Background: an optimization exercise with open tools, aiming at a short achievable clock period and few clock cycles. Do not read the settings as production practice.
In this exercise RTL edits were held to simulation tests only and were not proved equivalent to the original.
Power figures rest on the tool's default switching activity, not on a simulated workload.

==> design/flow/config.mk <==
export PLATFORM = sky130hd
export DESIGN_NAME = RV32I
export DESIGN_NICKNAME = RV32I
export VERILOG_FILES = /design/flow/design.v
export SDC_FILE = /design/flow/constraint.sdc
export NUM_CORES = 4
export LEC_CHECK = 0
export CAP_MARGIN = 20
export CORE_MARGIN = 2
export CORE_UTILIZATION = 40
export SLEW_MARGIN = 20
==> design/flow/design.v <==
module m_regfile (CLK, w_rs1, w_rs2, w_rdata1, w_rdata2, w_we, rd, w_wdata);
    input  wire        CLK;
    input  wire [ 4:0] w_rs1, w_rs2;
    output wire [31:0] w_rdata1, w_rdata2;
    input  wire        w_we;
    input  wire [ 4:0] rd;
    input  wire [31:0] w_wdata;
    reg [31:0] mem [0:31];
    assign w_rdata1 = (w_rs1 == 0) ? 0 : mem[w_rs1];
    assign w_rdata2 = (w_rs2 == 0) ? 0 : mem[w_rs2];
    always @(posedge CLK) begin
        if(w_we) begin
            if(rd!=0) mem[rd] <= w_wdata;
        end
    end
endmodule
module m_imm_gen(w_inst, r_imm);
    input  wire [31:0]  w_inst;
    output reg  [31:0]  r_imm;
    wire [6:0] opcode = w_inst[6:0];
    wire [31:0] imm_I = { {21{w_inst[31]}}, w_inst[30:25], w_inst[24:20] };
    wire [31:0] imm_S = { {21{w_inst[31]}}, w_inst[30:25], w_inst[11:8], w_inst[7] };
    wire [31:0] imm_B = { {20{w_inst[31]}}, w_inst[7],w_inst[30:25] ,w_inst[11:8], 1'b0 };
    wire [31:0] imm_U = { w_inst[31:12], 12'b0 };
    wire [31:0] imm_J = { {12{w_inst[31]}}, w_inst[19:12], w_inst[20], w_inst[30:25], w_inst[24:21], 1'b0 };
    wire [31:0] imm_C = { 27'b0, w_inst[19:15] };
    always @(*) begin
        case (opcode)
            7'h13 : r_imm = imm_I;
            7'h23 : r_imm = imm_S;
            7'h03 : r_imm = imm_I;
            7'h37 : r_imm = imm_U;
            7'h63 : r_imm = imm_B;
            7'h17 : r_imm = imm_U;
            7'h6F : r_imm = imm_J;
            7'h67 : r_imm = imm_I;
            7'h73 : r_imm = imm_C;
            default          : r_imm = 0;
        endcase
    end
endmodule
module m_alu_i (w_in1, w_in2, w_funct3, w_funct7, r_rslt);
    input wire [31:0]   w_in1, w_in2;
    input wire  [2:0]   w_funct3;
    input wire  [6:0]   w_funct7;
    output reg [31:0]   r_rslt;
    wire signed [31:0] w_sin1 = w_in1;
    wire signed [31:0] w_sin2 = w_in2;
    wire [4:0] w_shamt = w_in2[4:0];
    always@(*) begin
        case (w_funct3)
            3'h0 : r_rslt = (w_funct7) ? w_in1 - w_in2 : w_in1 + w_in2;
            3'h1 : r_rslt = w_in1 << w_shamt;
            3'h2 : r_rslt = {31'b0, w_sin1 < w_sin2};
            3'h3 : r_rslt = {31'b0, w_in1 < w_in2};
            3'h4 : r_rslt = w_in1 ^ w_in2;
            3'h5 : begin
                                if(w_funct7[5]) r_rslt = w_sin1 >>> w_shamt;
                                else            r_rslt = w_in1   >> w_shamt;
                            end
            3'h6 : r_rslt = w_in1 | w_in2;
            3'h7 : r_rslt = w_in1 & w_in2;
            default        : begin
                r_rslt = 0;
            end
        endcase
    end
endmodule
module m_alu_b(w_in1, w_in2, w_funct3, r_rslt);
    input wire [31:0]  w_in1, w_in2;
    input wire  [2:0]  w_funct3;
    output reg         r_rslt;
    wire signed [31:0] w_sin1 = w_in1;
    wire signed [31:0] w_sin2 = w_in2;
    always@(*) begin
        case(w_funct3)
            3'h0 : r_rslt = w_in1 == w_in2;
            3'h1 : r_rslt = w_in1 != w_in2;
            3'h4 : r_rslt = w_sin1 < w_sin2;
            3'h5 : r_rslt = w_sin1 >= w_sin2;
            3'h6 : r_rslt = w_in1 < w_in2;
            3'h7 : r_rslt = w_in1 >= w_in2;
            default        : r_rslt = 0;
        endcase
    end
endmodule
module RV32I (
    input  wire         CLK,           
    input  wire         RST_X,         
    output wire [11:0]  imem_addr,
    input  wire [31:0]  imem_rdata,
    output wire [11:0]  dmem_addr,
    output wire  [3:0]  dmem_we,
    output wire [31:0]  dmem_wdata,
    input  wire [31:0]  dmem_rdata,
    output wire [31:0]  io_addr,
    output wire         io_we,
    output wire [31:0]  io_wdata,
    input  wire [31:0]  io_rdata
  );
    wire        w_stall = 1'b0;        
    wire [31:0] w_data = io_rdata;
    wire [31:0] w_mic_addr, w_mic_wdata;
    wire  [2:0] w_mic_ctrl;
    wire  [1:0] w_mic_req;
    wire        w_mic_mmuwe;
    reg  [31:0] r_pc;  
    reg   [1:0] r_state;  
    reg  [31:0] r_ir;  
    reg   [6:0] r_opcode;  
    reg   [2:0] r_funct3;  
    reg   [6:0] r_funct7;  
    reg   [4:0] r_rd;  
    reg  [31:0] r_imm;  
    reg  [31:0] r_rrs1;  
    reg  [31:0] r_rrs2;  
    reg  [31:0] r_rslt;  
    reg  [31:0] r_dram_data;
    always @(posedge CLK) begin
        r_state <= (!RST_X) ? 0 : (w_stall) ? r_state : (r_state==3) ? 0 : r_state+1;
    end
    wire [31:0] w_mem_rdata;
    wire        w_we = (r_opcode==7'h23 && r_state==2);
    wire [31:0] w_reg_d  = (r_opcode==7'h03) ? w_mem_rdata : r_rslt;
    wire        w_reg_we = (r_opcode==7'h03) ? 1 :
                           (r_opcode==7'h37) ? 1 :
                           (r_opcode==7'h17) ? 1 :
                           (r_opcode==7'h6F) ? 1 :
                           (r_opcode==7'h67) ? 1 :
                           (r_opcode==7'h33) ? 1 :
                           (r_opcode==7'h13) ? 1 : 0;
    assign w_mic_req = (r_state==0)                                ? 2  :
                       (r_state==2 && w_we)                        ? 1 :
                       (r_state==2 && r_opcode==7'h03)  ? 0  : 3;
    wire [31:0] w_ir;
    wire  [6:0] w_op      = w_ir[ 6: 0];
    wire  [4:0] w_rd      = w_ir[11: 7];
    wire  [4:0] w_rs1     = w_ir[19:15];
    wire  [4:0] w_rs2     = w_ir[24:20];
    wire  [2:0] w_funct3  = w_ir[14:12];
    wire  [6:0] w_funct7  = w_ir[31:25];
    wire [11:0] w_funct12 = w_ir[31:20];
    wire [31:0] w_imm;
    wire [31:0] w_rrs1, w_rrs2;
    m_imm_gen imm_gen0(w_ir, w_imm);
    wire w_reg_w = (w_reg_we && r_state==0 && !w_stall);  
    m_regfile regs(CLK, w_rs1, w_rs2, w_rrs1, w_rrs2, w_reg_w, r_rd, w_reg_d);
    reg  [31:0] r_mic_addr;
    always @(posedge CLK) begin
        if(r_state == 1) begin
            r_ir       <= w_ir;
            r_opcode   <= w_op;
            r_rd       <= w_rd;
            r_funct3   <= w_funct3;
            r_funct7   <= w_funct7;
            r_imm      <= w_imm;
            r_rrs1     <= w_rrs1;
            r_rrs2     <= w_rrs2;
        end
    end
    always @(posedge CLK) begin
        if(!RST_X)
            r_mic_addr <= 0;
        else if(r_state == 1)
            r_mic_addr <= w_rrs1 + w_imm;
    end
    wire [31:0] w_alu_i_rslt;  
    wire        w_alu_b_rslt;  
    wire  [6:0] w_alu_fn7 = (r_opcode==7'h13) ? 
                            ((r_funct3==3'h0) ? 0 : r_funct7 & 7'h20) : r_funct7;
    wire [31:0] w_in2 = (r_opcode==7'h13) ? r_imm : r_rrs2;
    m_alu_i ALU_I (r_rrs1, w_in2, r_funct3, w_alu_fn7, w_alu_i_rslt);
    m_alu_b ALU_B (r_rrs1, w_in2, r_funct3, w_alu_b_rslt);
    reg  [31:0] r_jmp_pc;
    reg         r_tkn;
    always @(posedge CLK) begin
        if(r_state == 2) begin
           case(r_opcode)  
               7'h37 : r_rslt <= r_imm;
               7'h17 : r_rslt <= r_pc + r_imm;
               7'h6F : r_rslt <= r_pc + 4;
               7'h67 : r_rslt <= r_pc + 4;
               7'h33 : r_rslt <= w_alu_i_rslt;
               7'h13 : r_rslt <= w_alu_i_rslt;
               7'h63 : r_rslt <= 0;
               7'h03 : r_rslt <= 0;
               7'h23 : r_rslt <= 0;
               7'h0F : r_rslt <= 0;
               default : begin
                   r_rslt <= 0;
               end
           endcase
            r_jmp_pc <= (r_opcode==7'h67) ? r_rrs1+r_imm : r_pc+r_imm;
            r_tkn    <= (r_opcode==7'h6F || r_opcode==7'h67) ? 1 :
                        (r_opcode==7'h63) ? w_alu_b_rslt : 0;
        end
    end
    always@(posedge CLK) begin
        r_dram_data <= w_data;
    end
    assign  w_mic_addr  = r_mic_addr;
    assign  w_mic_wdata = r_rrs2;
    assign  w_mic_ctrl  = r_funct3;
    wire [31:0] w_lcm_data;  
    wire [31:0] w_mic_insn_addr = r_pc;
    wire [31:0] w_mic_insn_data;
    assign  w_ir = w_mic_insn_data;
    reg  [2:0] r_ctrl;
    reg  [1:0] r_addr2;
    wire [31:0] w_wdata_t, w_odata1, w_odata2;
    always@(posedge CLK) begin
        r_addr2 <= w_mic_addr;
        r_ctrl  <= w_mic_ctrl;
    end
    assign w_wdata_t =  (w_mic_ctrl[1:0]==0) ? {4{w_mic_wdata[ 7:0]}} :
                        (w_mic_ctrl[1:0]==1) ? {2{w_mic_wdata[15:0]}} :
                        w_mic_wdata;
    assign w_mic_insn_data  = w_odata1;
    wire [31:0] w_odata2_t   = w_odata2;
    wire [31:0] w_odata2_t2  = w_odata2_t >> {r_addr2[1:0], 3'b0};
    wire [31:0] w_odata2_lb  = {{24{w_odata2_t2[7]}}, w_odata2_t2[7:0]};
    wire [31:0] w_odata2_lbu = {24'h0, w_odata2_t2[7:0]};
    wire [31:0] w_odata2_lh  = {{16{w_odata2_t2[15]}}, w_odata2_t2[15:0]};
    wire [31:0] w_odata2_lhu = {16'h0, w_odata2_t2[15:0]};
    assign w_lcm_data = (r_ctrl[2:0]==3'b000) ? w_odata2_lb :
                        (r_ctrl[2:0]==3'b100) ? w_odata2_lbu:
                        (r_ctrl[2:0]==3'b001) ? w_odata2_lh :
                        (r_ctrl[2:0]==3'b101) ? w_odata2_lhu: w_odata2_t2;
    wire  [3:0] w_we_sb = (4'b0001 << w_mic_addr[1:0]);
    wire  [3:0] w_we_sh = (4'b0011 << {w_mic_addr[1], 1'b0});
    wire  [3:0] w_we_sw = 4'b1111;
    wire  [3:0] w_mic_lcmwe =   (!(w_we && w_mic_addr[31:28]==4'h1 && !w_stall))   ? 0 :
                                (w_mic_ctrl[1:0]==2)                            ? w_we_sw :
                                (w_mic_ctrl[1:0]==1)                            ? w_we_sh : w_we_sb;
    assign imem_addr  = w_mic_insn_addr[14-1:2];
    assign w_odata1   = imem_rdata;
    assign dmem_addr  = w_mic_addr[14-1:2];
    assign dmem_we    = w_mic_lcmwe;
    assign dmem_wdata = w_wdata_t;
    assign w_odata2   = dmem_rdata;
    assign io_addr  = w_mic_addr;
    assign io_we    = w_mic_mmuwe;
    assign io_wdata = w_mic_wdata;
    assign w_mic_mmuwe  = w_we && (w_mic_addr[31:28]!=4'h1);
    assign w_mem_rdata  = (w_mic_addr[31:28]==4'h1) ? w_lcm_data : r_dram_data;
    always @(posedge CLK) begin
        r_pc <= (!RST_X) ? {4'h1, 28'h0000000}
                         : (r_state!=3 || w_stall) ? r_pc : (r_tkn) ? r_jmp_pc : r_pc+4;
    end
endmodule
==> design/flow/run.sh <==
#!/bin/bash
# synth_recipe.tcl (not shown) runs the flow's synth.tcl, then flattens the netlist and writes it again
# the make line also repeats each setting of config.mk as NAME=value (left out here)
make -C /OpenROAD-flow-scripts/flow DESIGN_CONFIG=/design/flow/config.mk WORK_HOME=/design/flow/orfs CLKGATE_MAP_FILE= SYNTH_SCRIPT=/design/flow/synth_recipe.tcl finish
==> design/flow/constraint.sdc <==
create_clock -name core_clock -period 8.0 [get_ports {CLK}]
set_input_delay 1.6000 -clock core_clock [delete_from_list [all_inputs] [get_ports {CLK}]]
set_output_delay 1.6000 -clock core_clock [all_outputs]
set_load 0.01 [all_outputs]
==> results.json <==
{
  "outcome": "timing/DRC/antenna clean",
  "ys_ff_latch": 1310,
  "largest_reg_flops": 1024,
  "top_register": "regs.mem",
  "gp_congestion": 1.01,
  "wl_per_cell_um": 35.0,
  "fmax_mhz": 156,
  "grt_pass1_wl_um": 402000,
  "post-route-min-period_ps": 6420,
  "mostFrequentLayoutCells": "edfxtp_1 (1207), mux4_2 (561), nor2_1 (350)",
  "clock_path_buffers": 3,
  "setup_violations": 0,
  "synthCells": 5527,
  "clock_sinks": 1310,
  "end_kind": "register",
  "p_switching_uw": 5420,
  "grt_max_degree": 97,
  "postPlaceCellArea_mm2": 0.0797,
  "final_max_slew_viol_count": 0,
  "synth.avg_cell_area_um2": 13.4,
  "ctsResizeCount": 0,
  "cts_tree": "built",
  "slew_headroom": 0.138,
  "core-area_mm2": 0.183,
  "nets": 6011,
  "drt-initial-drc-count": 7554,
  "p_per_area_mw_per_mm2": 215,
  "design_area_mm2": 0.0845,
  "seqPwrFrac": 0.437,
  "setup_slack_ps": 1580,
  "switching_share": 0.298,
  "ctsHtreeMaxLevel": 4,
  "ir_worst_vdd_mv": 0.214,
  "viasPerCell": 6.48,
  "io_pins": 223,
  "synth_top_flop_cell": "edfxtp_1",
  "synth.distinct_cells": 100,
  "clock_latency_ps": 810,
  "leakage_uw": 0.0289,
  "path_clk_slew_ps": 60,
  "internal_power_uw": 12800,
  "cts_hold_buffers": 0,
  "cts-root-buf": "clkbuf_16",
  "post_cts_buffers": 0,
  "cap_violations": 0,
  "ys_seq_area_frac": 0.519,
  "syn_area_mm2": 0.0738,
  "p_clk_frac": 0.365,
  "ant_nets": 0,
  "final_common_cell": "edfxtp_1",
  "arrival_ps": 6930,
  "ys_warn_count": 5,
  "hold_viol_final": 0,
  "syn_to_final_growth_pct": 14.4,
  "synth_edf_count": 1207,
  "dieArea_mm2": 0.188,
  "finalSetupTns_ps": 0,
  "port_buffers": 222,
  "grt_usage": 0.305,
  "finClkSkew_ps": 44.8,
  "drive_above_1_share": 0.201,
  "required_ps": 8500,
  "vias": 53800,
  "fin_crit_sh": 0.803,
  "drt-pass1-iter-count": 7,
  "rsz0062_at_grt": "false",
  "cp_max_fo": 26,
  "grt_pass1_vias": 51600,
  "crit_type": "register to register",
  "hpwl_um": 200000,
  "start_util": 0.403,
  "preCtsSetupSlack_ps": 989,
  "async_flop_share": 0,
  "cp-start-kind": "register",
  "combPwrFrac": 0.198,
  "max_slew.worst_pin.slew_ps": 1280,
  "wirelength_um": 290000,
  "die_w_um": 434,
  "dieHeight_um": 434,
  "drcViolationCount": 0,
  "rows": 157,
  "cts-buffers-inserted": 140,
  "antenna_found_initial": 6,
  "holdCritPathClass": "register to register",
  "grt-ovfl-total": 0
}
==> metal layers <==
| metal | track usage | wire length (um) | part of all wire | vias to the layer above |
|---|---|---|---|---|
| li1 | - | - | - | 22400 |
| met1 | 0.390 | 109000 | 0.38 | 27500 |
| met2 | 0.477 | 133000 | 0.46 | 3183 |
| met3 | 0.0588 | 26100 | 0.090 | 717 |
| met4 | 0.196 | 21800 | 0.075 | 4 |
| met5 | 0 | 23 | 0.000079 | - |
==> synth_stat cells, drive strengths merged (13+ instances only) <==
library cell  instances  area, um^2
buf                 140         717
nor4                 17         125
a221o                14         140
and2                 23         144
o221ai               86         753
mux2i               258        2590
o21ai               346        1740
o41ai                14         149
o21bai               27         203
a21o                 68         510
xor2                 53         464
dfxtp               103        2060
nand3               101         505
o31ai                23         173
a21boi               17         128
o211ai               39         293
a21oi               349        1750
mux2                 58         657
clkbuf              275        1030
a221oi               21         190
a22oi                29         218
nor2                387        1460
o21a                 26         195
nand4                18         113
and3                 22         138
nand2               316        1200
o211a                13         130
nor3                 86         435
a31oi                37         238
nor2b                83         519
inv                 133         499
xnor2                87         762
nand2b               27         169
edfxtp             1207       36200
a211oi               44         340
mux4                561       12600
or3                  15        93.8
o22ai                61         388
ha                  188        2350
==> kinds of logic (layout without fill, tap and decap cells) <==
kind of cell	after synthesis	in the layout	share of synthesized area
AO/OA/AOI/OAI	1311	1311	0.114
XOR/XNOR	140	140	0.0166
adder cells (fa/ha/maj)	192	192	0.0329
buffers and inverters	552	824	0.0307
flip-flops	1310	1310	0.519
multiplexers	877	877	0.215
other	1	35	0.0000508
AND/OR/NAND/NOR	1144	1144	0.0717
==> worst paths after layout <==
path | from | endpoint | slack, ps | cells after the start
hold reg to reg | r_mic_addr[26] | r_mic_addr[26] | 510 | 2
hold / removal | r_mic_addr[26] | r_mic_addr[26] | 510 | 2
setup / recovery | r_opcode[6] | r_rslt[29] | 1580 | 17
setup reg to reg | r_opcode[6] | r_rslt[29] | 1580 | 17
==> power by group through the flow <==
stage	clock network [uW]	logic (uW)	registers, uW
after floorplan	0	2150	7970
after global placement	0	3500	8070
after detailed placement	0	3500	8070
after CTS	6710	3510	7930
after global routing	6980	3790	7940
final	6630	3600	7940
==> final cells by class <==
cell class | instances | area, um^2
Clock buffer | 171 | 3670
Sequential cell | 1310 | 38300
Antenna cell | 3 | 7.51
Timing Repair Buffer | 436 | 3970
Fill cell | 16300 | 98800
Multi-Input combinational cell | 3696 | 34000
Clock inverter | 80 | 953
Inverter | 137 | 518
Tap cell | 2464 | 3080
==> through the flow <==
| stage | hold slack (ps) | instances | util | power, uW |
|---|---|---|---|---|
| 2_1_floorplan | 346 | 5558 | - | 10100 |
| 3_3_place_gp | 487 | 8039 | 0.435 | 11600 |
| 3_5_place_dp | 490 | 8042 | 0.435 | 11600 |
| 4_1_cts | 501 | 8293 | 0.460 | 18200 |
| 5_1_grt | 512 | 8296 | 0.461 | 18700 |
| 6_report | 506 | 8297 | 0.461 | 18200 |
==> critical path, stage by stage, from the launching register on <==
cell       delay (ps)
edfxtp_1          410
and3b_1           680
nand2_4           490
mux2_2            500
inv_1             110
ha_1              440
inv_1             120
o31ai_1           410
a21oi_1           200
a2111oi_0        1090
or2_2             250
a211oi_1          130
o41ai_1           360
o211ai_1          190
xnor2_1           210
o221ai_1          180
buf_4             200
nand3_1           140
Testbench counts, summed over its fixed seeds: cycles 3,415,692.

[static timing again, ports no longer ideal]
In the flow no input, the clock included, has a driving cell. The finished layout below was timed again as built, in two steps.
Step 1 sets driving cells, clkbuf_16 on the clock port and buf_2 on the other inputs (assumed; they add their load-dependent delay and slew).
Step 2 times the ports against the registers' clock, not the clock port: input delays grow and output delays shrink by t, the midpoint of the rising clock arrivals with the driver on.
Three values: ideal ports, drivers, drivers and shift; two values: the first two.
t, ns: 0.868
setup WS [ns]: 1.579 / 1.579 / 0.816
latest minus earliest clock arrival (ns): 0.045 / 0.046
worst data-port slew with drivers (ns): 0.09
After both steps setup and hold are still met in this run. The setup slack of this run moves by 0.000 ns with the drivers and by -0.763 ns with both steps.
